From an optimization exercise on the open Yosys and OpenROAD flow, aimed at small area, a short achievable clock period and few clock cycles per item; shortcuts taken in it are not production practice. At most, simulation tests tie the RTL to the original design; equivalence was not proved. Power figures rest on the tool's default switching activity, not on a simulated workload.

==> inputs of run a <==
// rvv_div
module rvv_div #(
  parameter int K   = 1,          
  parameter int ADD = 1           
) (
  input  logic         clk,
  input  logic         rst_n,
  input  logic         in_valid,
  input  logic [2:0]   in_rob_entry,
  input  logic [5:0]   in_funct6,
  input  logic [2:0]   in_funct3,
  input  logic [2:0]   in_eew,
  input  logic [127:0] in_vs1,
  input  logic [127:0] in_vs2,
  input  logic [31:0]  in_rs1,
  output logic         out_valid,
  output logic [2:0]   out_rob_entry,
  output logic [127:0] out_data,
  input  logic         out_ready
);
==> flow/config.mk <==
export PLATFORM = sky130hd
export DESIGN_NAME = rvv_div
export DESIGN_NICKNAME = rvv_div
export VERILOG_FILES = /design/flow/design.v
export SDC_FILE = /design/flow/constraint.sdc
export NUM_CORES = 8
export LEC_CHECK = 0
export CAP_MARGIN = 40
export CORE_MARGIN = 2
export CORE_UTILIZATION = 45
export CTS_CLUSTER_DIAMETER = 80
export CTS_CLUSTER_SIZE = 20
export PLACE_DENSITY = 0.75
export SLEW_MARGIN = 40
==> flow/constraint.sdc <==
create_clock -name core_clock -period 11.5 [get_ports {clk}]
set_input_delay 2.3000 -clock core_clock [delete_from_list [all_inputs] [get_ports {clk}]]
set_output_delay 2.3000 -clock core_clock [all_outputs]
set_load 0.01 [all_outputs]
standard.sh (not shown) runs the stock make flow with config.mk's settings and CLKGATE_MAP_FILE= SYNTH_SCRIPT=/design/flow/synth_recipe.tcl, a recipe that flattens the netlist after the stock synthesis.
==> flow/flow/run.sh <==
#!/bin/bash
set -euo pipefail
bash standard.sh SETUP_SLACK_MARGIN=7.9 "BUFFER_PORTS_ARGS=-buffer_cell sky130_fd_sc_hd__buf_1" finish > standard.log 2>&1
==> run b: changes against run a <==
--- a/flow/design.v
+++ b/flow/design.v
@@ -527,16 +527,16 @@
   logic        i_e8, i_e16, i_sgn, i_rem, i_vx;
   logic [15:0] i_st;              
   logic [15:0] i_sa, i_sb;        
   logic [15:0] i_sv;              
   logic        i_sr;              
   logic [31:0] i_rx;              
   logic [127:0] i_d;
-  assign i_e8  = ~in_eew[2] & ~in_eew[0];
-  assign i_e16 = ~in_eew[2] &  in_eew[0];
+  assign i_e8  = (in_eew == 3'd2);
+  assign i_e16 = (in_eew == 3'd3);
   assign i_sgn = in_funct6[0];
   assign i_rem = in_funct6[1];
   assign i_vx  = in_funct3[2];
   assign i_sr = i_sgn & (i_e8 ? in_rs1[7] : i_e16 ? in_rs1[15] : in_rs1[31]);
   assign i_rx = in_rs1 ^ {32{~i_sr}};
   always_comb begin
     for (int j = 0; j < 16; j++) begin
@@ -545,73 +545,52 @@
       i_sv[j] = i_sgn & (i_e8 ? in_vs1[8*j+7] : i_e16 ? in_vs1[8*(j|1)+7] : in_vs1[8*(j|3)+7]);
       i_sb[j] = i_vx ? i_sr : i_sv[j];
       i_d[8*j +: 8] = i_vx ? (i_e8  ? i_rx[7:0] :
                               i_e16 ? i_rx[8*(j%2) +: 8] : i_rx[8*(j%4) +: 8])
                            : in_vs1[8*j +: 8] ^ {8{~i_sv[j]}};
     end
   end
-  function automatic logic mag_bit(input logic [127:0] a, input logic neg,
+  function automatic logic mag_bit(input logic [127:0] a, input logic sgn,
                                    input int lsb, input int w, input int s);
     logic below;
     below = 1'b0;
     for (int i = lsb; i < lsb + w - 1 - s; i++) below = below | a[i];
-    mag_bit = a[lsb+w-1-s] ^ (neg & below);
-  endfunction
-  function automatic logic or_bits(input logic [127:0] a, input int lo, input int n);
-    or_bits = 1'b0;
-    for (int i = lo; i < lo + n; i++) or_bits = or_bits | a[i];
+    mag_bit = a[lsb+w-1-s] ^ (sgn & a[lsb+w-1] & below);
   endfunction
   logic [15:0] i_qn [K];
-  logic [15:0] i_bo;              
-  always_comb begin
-    for (int j = 0; j < 16; j++) i_bo[j] = |in_vs2[8*j +: 8];
-    for (int j = 0; j < 16; j++)
-      if (j % 2 == 1)
-        i_qn[0][j] = mag_bit(in_vs2, i_sa[j], 8*j, 8, 0);
-      else if (j % 4 == 2)
-        i_qn[0][j] = i_e8 ? mag_bit(in_vs2, i_sa[j], 8*j, 8, 0) :
-                            mag_bit(in_vs2, i_sa[j], 8*j, 16, 0);
-      else
-        i_qn[0][j] = i_e8  ? mag_bit(in_vs2, i_sa[j], 8*j, 8, 0) :
-                     i_e16 ? mag_bit(in_vs2, i_sa[j], 8*j, 16, 0) :
-                     in_vs2[8*j+31] & ~(i_sa[j] & (i_bo[j] | i_bo[j+1] | i_bo[j+2] |
-                                                   or_bits(in_vs2, 8*j+24, 7)));
-  end
+  always_comb
+    for (int s = 0; s < K; s++)
+      for (int j = 0; j < 16; j++)
+        i_qn[s][j] = i_e8  ? mag_bit(in_vs2, i_sgn, 8*j, 8, s) :
+                     i_e16 ? mag_bit(in_vs2, i_sgn, 16*(j/2), 16, s) :
+                             mag_bit(in_vs2, i_sgn, 32*(j/4), 32, s);
   logic [127:0]  d_q;             
   logic [15:0]   ci_q;            
   logic [15:0]   sa_q;            
-  logic [15:0]   sx_q, sy_q;      
+  logic [15:0]   st_q;            
   logic          e8_q, e16_q, rem_q;
   logic [2:0]    rob_q;
   always_ff @(posedge clk) begin
     d_q   <= i_d;
     ci_q  <= ~i_sb;
     sa_q  <= i_sa;
-    for (int j = 0; j < 16; j++) begin
-      sx_q[j] <= i_st[j] ? ~i_sb[j] : 1'b1;
-      sy_q[j] <= i_st[j] ? ~i_sb[j] : 1'b0;
-    end
+    st_q  <= i_st;
     e8_q  <= i_e8;
     e16_q <= i_e16;
     rem_q <= i_rem;
     rob_q <= in_rob_entry;
   end
-  logic          run_q, fix_q, done_q;
-  logic          nsel_q;          
-  logic [15:0]   nflag_q;         
+  logic          run_q, fix_q, done_q, first_q;
   logic [CW-1:0] cnt_q;
-  logic [127:0]  q_q;             
-  logic [127:0]  t_q;             
-  logic [15:0]   rm_q;            
-  logic [127:0]  q_it, t_it, r_it, rf, nx;
-  logic [15:0]   qn;              
-  logic          idle, need_fix, to_fix, fixn_q;
+  logic [127:0]  q_q, r_q;        
+  logic [127:0]  q_it, r_it, nx;
+  logic          idle, need_fix;
+  logic [15:0]   qn_q [K];        
   assign idle = ~run_q & ~fix_q & ~done_q;
-  assign need_fix = fixn_q;
-  assign to_fix   = run_q & (cnt_q == '0) & need_fix;
+  assign need_fix = rem_q | (|neg);
   always_ff @(posedge clk or negedge rst_n) begin
     if (!rst_n) begin
       run_q  <= 1'b0;
       fix_q  <= 1'b0;
       done_q <= 1'b0;
       cnt_q  <= '0;
     end else if (run_q) begin
@@ -628,76 +607,77 @@
       if (out_ready) done_q <= 1'b0;
     end else if (in_valid) begin
       run_q <= 1'b1;
       cnt_q <= i_e8 ? CW'(8/K - 1) : i_e16 ? CW'(16/K - 1) : CW'(32/K - 1);
     end
   end
   always_ff @(posedge clk) begin
-    fixn_q  <= rem_q | (|neg);    
-    nsel_q  <= to_fix & rem_q;
-    nflag_q <= idle ? i_sa : to_fix ? neg : 16'h0;
-    for (int i = 0; i < 128; i++)
-      if (idle) t_q[i] <= (i % 8 == 0) & i_st[i/8] & i_qn[0][i/8];
-      else      t_q[i] <= t_it[i];
-    for (int j = 0; j < 16; j++) rm_q[j] <= r_it[8*j+7];
+    first_q <= idle;
+    r_q <= idle ? '0 : r_it;
     if (idle)       q_q <= in_vs2;
     else if (run_q) q_q <= q_it;
-    else            q_q <= nx;
+    else if (fix_q) q_q <= nx;
+    for (int s = 0; s < K; s++)
+      for (int j = 0; j < 16; j++)
+        if (idle)
+          qn_q[s][j] <= i_qn[s][j];
+        else
+          qn_q[s][j] <= e8_q  ? nx[8*j+7-K-s] :
+                        e16_q ? nx[8*(j|1)+7-K-s] : nx[8*(j|3)+7-K-s];
   end
-  always_comb
-    for (int i = 0; i < 128; i++)
-      if (i % 8 == 7 && (i == 127 || st[i/8+1])) rf[i] = rm_q[i/8];
-      else                                       rf[i] = t_q[i+1];
-  always_comb
-    for (int j = 0; j < 16; j++)
-      qn[j] = e8_q ? nx[8*j+6] : e16_q ? nx[8*(j|1)+6] : nx[8*(j|3)+6];
   logic [15:0] st, d1, bz, neg;
-  always_comb
-    for (int j = 0; j < 16; j++)
-      st[j] = (j % 4 == 0) | sy_q[j] | ~sx_q[j];
+  assign st = st_q;
   always_comb begin
     for (int j = 0; j < 16; j++) d1[j] = &d_q[8*j +: 8];
     for (int j = 0; j < 16; j++) begin
       bz[j]  = ci_q[j] & (e8_q ? d1[j] : e16_q ? d1[j & ~1] & d1[j | 1] : &d1[(j & ~3) +: 4]);
       neg[j] = rem_q ? sa_q[j] : (sa_q[j] ^ ~ci_q[j]) & ~bz[j];
     end
   end
-  assign nx = seg_neg(nsel_q ? rf : q_q, nflag_q, st);
-  logic [127:0] sm;
-  logic [15:0]  co, acc;
+  assign nx = seg_neg((fix_q & rem_q) ? r_q : q_q,
+                      fix_q ? neg : first_q ? sa_q : 16'h0, st);
+  logic [127:0] r, rt, sm;
+  logic [15:0]  qin, co, acc;
+  logic [15:0]  qb [K];
   logic [35:0]  ga, gb;
   logic [71:0]  gs;
   always_comb begin
-    for (int g = 0; g < 4; g++) begin
-      ga = '0;
-      gb = '0;
-      ga[0] = 1'b1;
-      gb[0] = ci_q[4*g];
-      for (int k = 0; k < 4; k++) begin
-        ga[1+9*k +: 8] = t_q[32*g+8*k +: 8];
-        gb[1+9*k +: 8] = d_q[32*g+8*k +: 8];
-        if (k > 0) begin
-          ga[9*k] = sx_q[4*g+k];
-          gb[9*k] = sy_q[4*g+k];
+    r = r_q;
+    for (int s = 0; s < K; s++) begin
+      qin = qn_q[s];
+      for (int i = 0; i < 128; i++)
+        if (i % 8 == 0 && (i == 0 || st[i/8])) rt[i] = qin[i/8];
+        else                                   rt[i] = r[i-1];
+      for (int g = 0; g < 4; g++) begin
+        ga = '0;
+        gb = '0;
+        ga[0] = 1'b1;
+        gb[0] = ci_q[4*g];
+        for (int k = 0; k < 4; k++) begin
+          ga[1+9*k +: 8] = rt[32*g+8*k +: 8];
+          gb[1+9*k +: 8] = d_q[32*g+8*k +: 8];
+          if (k > 0) begin
+            ga[9*k] = st[4*g+k] ? ci_q[4*g+k] : 1'b1;
+            gb[9*k] = st[4*g+k] ? ci_q[4*g+k] : 1'b0;
+          end
+        end
+        gs = add36(ga, gb);
+        for (int k = 0; k < 4; k++) begin
+          sm[32*g+8*k +: 8] = gs[1+9*k +: 8];
+          co[4*g+k] = gs[36 + 9*(k+1) - 1];
         end
       end
-      gs = add36(ga, gb);
-      for (int k = 0; k < 4; k++) begin
-        sm[32*g+8*k +: 8] = gs[1+9*k +: 8];
-        co[4*g+k] = gs[36 + 9*(k+1) - 1];
+      for (int j = 0; j < 16; j++) begin
+        acc[j] = e8_q ? co[j] : e16_q ? co[j|1] : co[j|3];
+        r[8*j +: 8] = acc[j] ? sm[8*j +: 8] : rt[8*j +: 8];
       end
+      qb[s] = acc;
     end
-    for (int j = 0; j < 16; j++) begin
-      acc[j] = e8_q ? co[j] : e16_q ? co[j|1] : co[j|3];
-      r_it[8*j +: 8] = acc[j] ? sm[8*j +: 8] : t_q[8*j +: 8];
-    end
-    for (int i = 0; i < 128; i++)
-      if (i % 8 == 0 && (i == 0 || st[i/8])) t_it[i] = qn[i/8];
-      else                                   t_it[i] = r_it[i-1];
+    r_it = r;
     for (int i = 0; i < 128; i++)
-      if (i % 8 == 0 && (i == 0 || st[i/8])) q_it[i] = acc[i/8];
-      else                                   q_it[i] = nx[i-1];
+      if (i % 8 < K && (i < 8 || st[i/8])) q_it[i] = qb[K-1-(i%8)][i/8];
+      else                                 q_it[i] = nx[i-K];
   end
   assign out_valid     = done_q;
   assign out_rob_entry = rob_q;
   assign out_data      = q_q;
 endmodule
==> flow/config.mk (replaced) <==
export PLATFORM = sky130hd
export DESIGN_NAME = rvv_div
export DESIGN_NICKNAME = rvv_div
export VERILOG_FILES = /design/flow/design.v
export SDC_FILE = /design/flow/constraint.sdc
export NUM_CORES = 8
export LEC_CHECK = 0
export CAP_MARGIN = 40
export CORE_MARGIN = 2
export CORE_UTILIZATION = 45
export SLEW_MARGIN = 40
==> run c: changes against run a <==
--- a/flow/design.v
+++ b/flow/design.v
@@ -473,26 +473,30 @@
   output logic [2:0]   out_rob_entry,
   output logic [127:0] out_data,
   input  logic         out_ready
 );
   localparam int CW = 5;          
   function automatic logic [127:0] seg_neg(input logic [127:0] x,
                                            input logic [15:0]  neg,
-                                           input logic [15:0]  st);
-    logic [15:0] lo;
-    logic        p;
+                                           input logic [15:0]  st,
+                                           input logic         skip);
+    logic [15:0]  lo;
+    logic [127:0] xo;
+    logic         p;
+    for (int i = 0; i < 128; i++)
+      xo[i] = x[i] & ~(skip & (i % 8 == 0) & (i == 0 || st[i/8]));
     for (int j = 0; j < 16; j++) begin
       if (st[j] || j == 0) lo[j] = 1'b0;
-      else                 lo[j] = lo[j-1] | (|x[8*(j-1) +: 8]);
+      else                 lo[j] = lo[j-1] | (|xo[8*(j-1) +: 8]);
     end
     for (int j = 0; j < 16; j++) begin
       p = lo[j];
       for (int b = 0; b < 8; b++) begin
         seg_neg[8*j+b] = x[8*j+b] ^ (neg[j] & p);
-        p = p | x[8*j+b];
+        p = p | xo[8*j+b];
       end
     end
   endfunction
   function automatic logic [71:0] add36(input logic [35:0] a, input logic [35:0] b);
     logic [35:0] g, p, c;
     if (ADD == 0) begin
       logic [36:0] t;
@@ -557,15 +561,45 @@
     mag_bit = a[lsb+w-1-s] ^ (neg & below);
   endfunction
   function automatic logic or_bits(input logic [127:0] a, input int lo, input int n);
     or_bits = 1'b0;
     for (int i = lo; i < lo + n; i++) or_bits = or_bits | a[i];
   endfunction
   logic [15:0] i_qn [K];
+  logic [15:0] i_qm;              
   logic [15:0] i_bo;              
+  logic [15:0] i_da, i_dh;        
+  logic [15:0] i_d1, i_dz;        
+  logic [15:0] i_q1, i_r1;        
+  always_comb begin
+    for (int j = 0; j < 16; j++) begin
+      i_da[j] = &i_d[8*j +: 8];
+      i_dh[j] = &i_d[8*j+1 +: 7];
+    end
+    for (int j = 0; j < 16; j++) begin
+      logic hi;
+      hi = (j % 2 == 1) ? i_dh[j] :
+           (j % 4 == 2) ? i_dh[j] & (i_e8 | i_da[j+1]) :
+                          i_dh[j] & (i_e8 | i_da[j+1]) & (i_e8 | i_e16 | (i_da[j+2] & i_da[j+3]));
+      i_d1[j] = hi & (i_d[8*j] == i_sb[j]);
+      i_dz[j] = hi & i_d[8*j] & ~i_sb[j];
+      i_q1[j] = i_dz[j] | (i_d1[j] & i_qn[0][j]);
+      i_r1[j] = i_qn[0][j] & ~i_d1[j];
+    end
+    for (int j = 0; j < 16; j++)
+      if (j % 2 == 1)
+        i_qm[j] = mag_bit(in_vs2, i_sa[j], 8*j, 8, 1);
+      else if (j % 4 == 2)
+        i_qm[j] = i_e8 ? mag_bit(in_vs2, i_sa[j], 8*j, 8, 1) :
+                         mag_bit(in_vs2, i_sa[j], 8*j, 16, 1);
+      else
+        i_qm[j] = i_e8  ? mag_bit(in_vs2, i_sa[j], 8*j, 8, 1) :
+                  i_e16 ? mag_bit(in_vs2, i_sa[j], 8*j, 16, 1) :
+                          mag_bit(in_vs2, i_sa[j], 8*j, 32, 1);
+  end
   always_comb begin
     for (int j = 0; j < 16; j++) i_bo[j] = |in_vs2[8*j +: 8];
     for (int j = 0; j < 16; j++)
       if (j % 2 == 1)
         i_qn[0][j] = mag_bit(in_vs2, i_sa[j], 8*j, 8, 0);
       else if (j % 4 == 2)
         i_qn[0][j] = i_e8 ? mag_bit(in_vs2, i_sa[j], 8*j, 8, 0) :
@@ -591,15 +625,15 @@
       sy_q[j] <= i_st[j] ? ~i_sb[j] : 1'b0;
     end
     e8_q  <= i_e8;
     e16_q <= i_e16;
     rem_q <= i_rem;
     rob_q <= in_rob_entry;
   end
-  logic          run_q, fix_q, done_q;
+  logic          run_q, fix_q, done_q, first_q;
   logic          nsel_q;          
   logic [15:0]   nflag_q;         
   logic [CW-1:0] cnt_q;
   logic [127:0]  q_q;             
   logic [127:0]  t_q;             
   logic [15:0]   rm_q;            
   logic [127:0]  q_it, t_it, r_it, rf, nx;
@@ -624,26 +658,30 @@
     end else if (fix_q) begin
       fix_q  <= 1'b0;
       done_q <= 1'b1;
     end else if (done_q) begin
       if (out_ready) done_q <= 1'b0;
     end else if (in_valid) begin
       run_q <= 1'b1;
-      cnt_q <= i_e8 ? CW'(8/K - 1) : i_e16 ? CW'(16/K - 1) : CW'(32/K - 1);
+      cnt_q <= i_e8 ? CW'(8 - 2) : i_e16 ? CW'(16 - 2) : CW'(32 - 2);
     end
   end
   always_ff @(posedge clk) begin
     fixn_q  <= rem_q | (|neg);    
     nsel_q  <= to_fix & rem_q;
     nflag_q <= idle ? i_sa : to_fix ? neg : 16'h0;
     for (int i = 0; i < 128; i++)
-      if (idle) t_q[i] <= (i % 8 == 0) & i_st[i/8] & i_qn[0][i/8];
+      if (idle) t_q[i] <= (i % 8 == 0) & i_st[i/8] & i_qm[i/8] |
+                          (i % 8 == 1) & i_st[i/8] & i_r1[i/8];
       else      t_q[i] <= t_it[i];
     for (int j = 0; j < 16; j++) rm_q[j] <= r_it[8*j+7];
-    if (idle)       q_q <= in_vs2;
+    first_q <= idle;
+    if (idle)
+      for (int i = 0; i < 128; i++)
+        q_q[i] <= (i % 8 == 0 && (i == 0 || i_st[i/8])) ? i_q1[i/8] : in_vs2[i-1];
     else if (run_q) q_q <= q_it;
     else            q_q <= nx;
   end
   always_comb
     for (int i = 0; i < 128; i++)
       if (i % 8 == 7 && (i == 127 || st[i/8+1])) rf[i] = rm_q[i/8];
       else                                       rf[i] = t_q[i+1];
@@ -657,15 +695,15 @@
   always_comb begin
     for (int j = 0; j < 16; j++) d1[j] = &d_q[8*j +: 8];
     for (int j = 0; j < 16; j++) begin
       bz[j]  = ci_q[j] & (e8_q ? d1[j] : e16_q ? d1[j & ~1] & d1[j | 1] : &d1[(j & ~3) +: 4]);
       neg[j] = rem_q ? sa_q[j] : (sa_q[j] ^ ~ci_q[j]) & ~bz[j];
     end
   end
-  assign nx = seg_neg(nsel_q ? rf : q_q, nflag_q, st);
+  assign nx = seg_neg(nsel_q ? rf : q_q, nflag_q, st, first_q);
   logic [127:0] sm;
   logic [15:0]  co, acc;
   logic [35:0]  ga, gb;
   logic [71:0]  gs;
   always_comb begin
     for (int g = 0; g < 4; g++) begin
       ga = '0;
--- a/flow/config.mk
+++ b/flow/config.mk
@@ -6,9 +6,8 @@
 export NUM_CORES = 8
 export LEC_CHECK = 0
 export CAP_MARGIN = 40
 export CORE_MARGIN = 2
 export CORE_UTILIZATION = 45
 export CTS_CLUSTER_DIAMETER = 80
 export CTS_CLUSTER_SIZE = 20
-export PLACE_DENSITY = 0.75
 export SLEW_MARGIN = 40
==> run d: changes against run a <==
==> flow/config.mk (replaced) <==
export PLATFORM = sky130hd
export DESIGN_NAME = rvv_div
export DESIGN_NICKNAME = rvv_div
export VERILOG_FILES = /design/flow/design.v
export SDC_FILE = /design/flow/constraint.sdc
export NUM_CORES = 8
export LEC_CHECK = 0
export CAP_MARGIN = 30
export CORE_MARGIN = 2
export CORE_UTILIZATION = 55
export CTS_CLUSTER_DIAMETER = 80
export CTS_CLUSTER_SIZE = 20
export SLEW_MARGIN = 30
==> impl_metrics.csv <==
group,metric,value,unit
cells_and_area,clock_area_frac,0.0327,
yosys,synth_top_cell_area_share,0.315,
cells_and_area,area_growth,16.9,%
run_status,status,"no timing/DRC/antenna violations",
cells_and_area,antenna_cells,8,
yosys,synth_most_common_cell,"dfxtp_1",
cells_and_area,seq_share,0.276,
[end of results for run a]
==> impl_metrics.csv <==
group,metric,value,unit
cells_and_area,clock_area_frac,0.0283,
cells_and_area,area_growth,27.1,%
cells_and_area,seq_share,0.231,
yosys,synth_top_cell_area_share,0.284,
yosys,synth_most_common_cell,"dfxtp_1",
run_status,status,"no timing/DRC/antenna violations",
cells_and_area,antenna_cells,3,
[end of results for run c]
==> impl_metrics.csv <==
group,metric,value,unit
yosys,synth_ff_type,"dfxtp_1",
cells_and_area,antenna_cells,9,
cells_and_area,area_growth,22.7,%
cells_and_area,seq_share,0.269,
yosys,synth_most_common_cell,"nand2_1",
run_status,status,"no timing/DRC/antenna violations",
cells_and_area,final_nets,4512,
cells_and_area,clock_area_frac,0.0430,
cells_and_area,seq_cells,448,
[end of results for run b]
==> impl_metrics.csv <==
group,metric,value,unit
cells_and_area,area_growth,17.4,%
yosys,synth_most_common_cell,"dfxtp_1",
place,place_congestion,0.922,
yosys,synth_top_cell_area_share,0.315,
clock_tree,post_cts_buffers,42,
timing,setup_slack,7.83,ns
place,place_inst,4633,
run_status,status,"no timing/DRC/antenna violations",
cells_and_area,antenna_cells,9,
pwr,seqPwrFrac,0.317,
cells_and_area,seq_share,0.275,
[end of results for run d]
Testbench counts of run a, summed over its fixed seeds: cycles 693,362, uops 32,000.
Testbench counts of run d, summed over its fixed seeds: cycles 693,362, uops 32,000.
Function not checked in run b and run c: the RTL went through the layout flow alone.

[afterwards: timing with drivers on the ports]
The results above use ideal ports. As a check the final layouts listed here were re-extracted and re-timed, cells and wires unchanged. Step 1 (the two cells are an assumption about what drives the block):
set clk [get_ports {clk}]
set_driving_cell -lib_cell sky130_fd_sc_hd__clkbuf_16 $clk
set_driving_cell -lib_cell sky130_fd_sc_hd__buf_2 [delete_from_list [all_inputs] $clk]
Step 2 moves the port delays by t, midway between the first and last clock arrival at a register: inputs arrive t later, outputs are due t later. That takes back most of the time a late clock gives input paths. Slacks: ideal / step 1 / step 2; pairs: ideal / step 1.
run	t, ns	slack for setup (ns)	latest minus earliest clock arrival (ns)
run a	0.641	7.890 / 7.739 / 7.099	0.025 / 0.025
run b	0.675	7.665 / 7.690 / 7.015	0.024 / 0.024
run c	0.655	6.659 / 6.682 / 6.028	0.032 / 0.033
run d	0.646	7.825 / 7.830 / 7.184	0.018 / 0.018
After both steps setup and hold are still met in every run listed. The setup slack of run a, which loses most, moves by -0.151 ns with the drivers and by -0.791 ns with both steps.
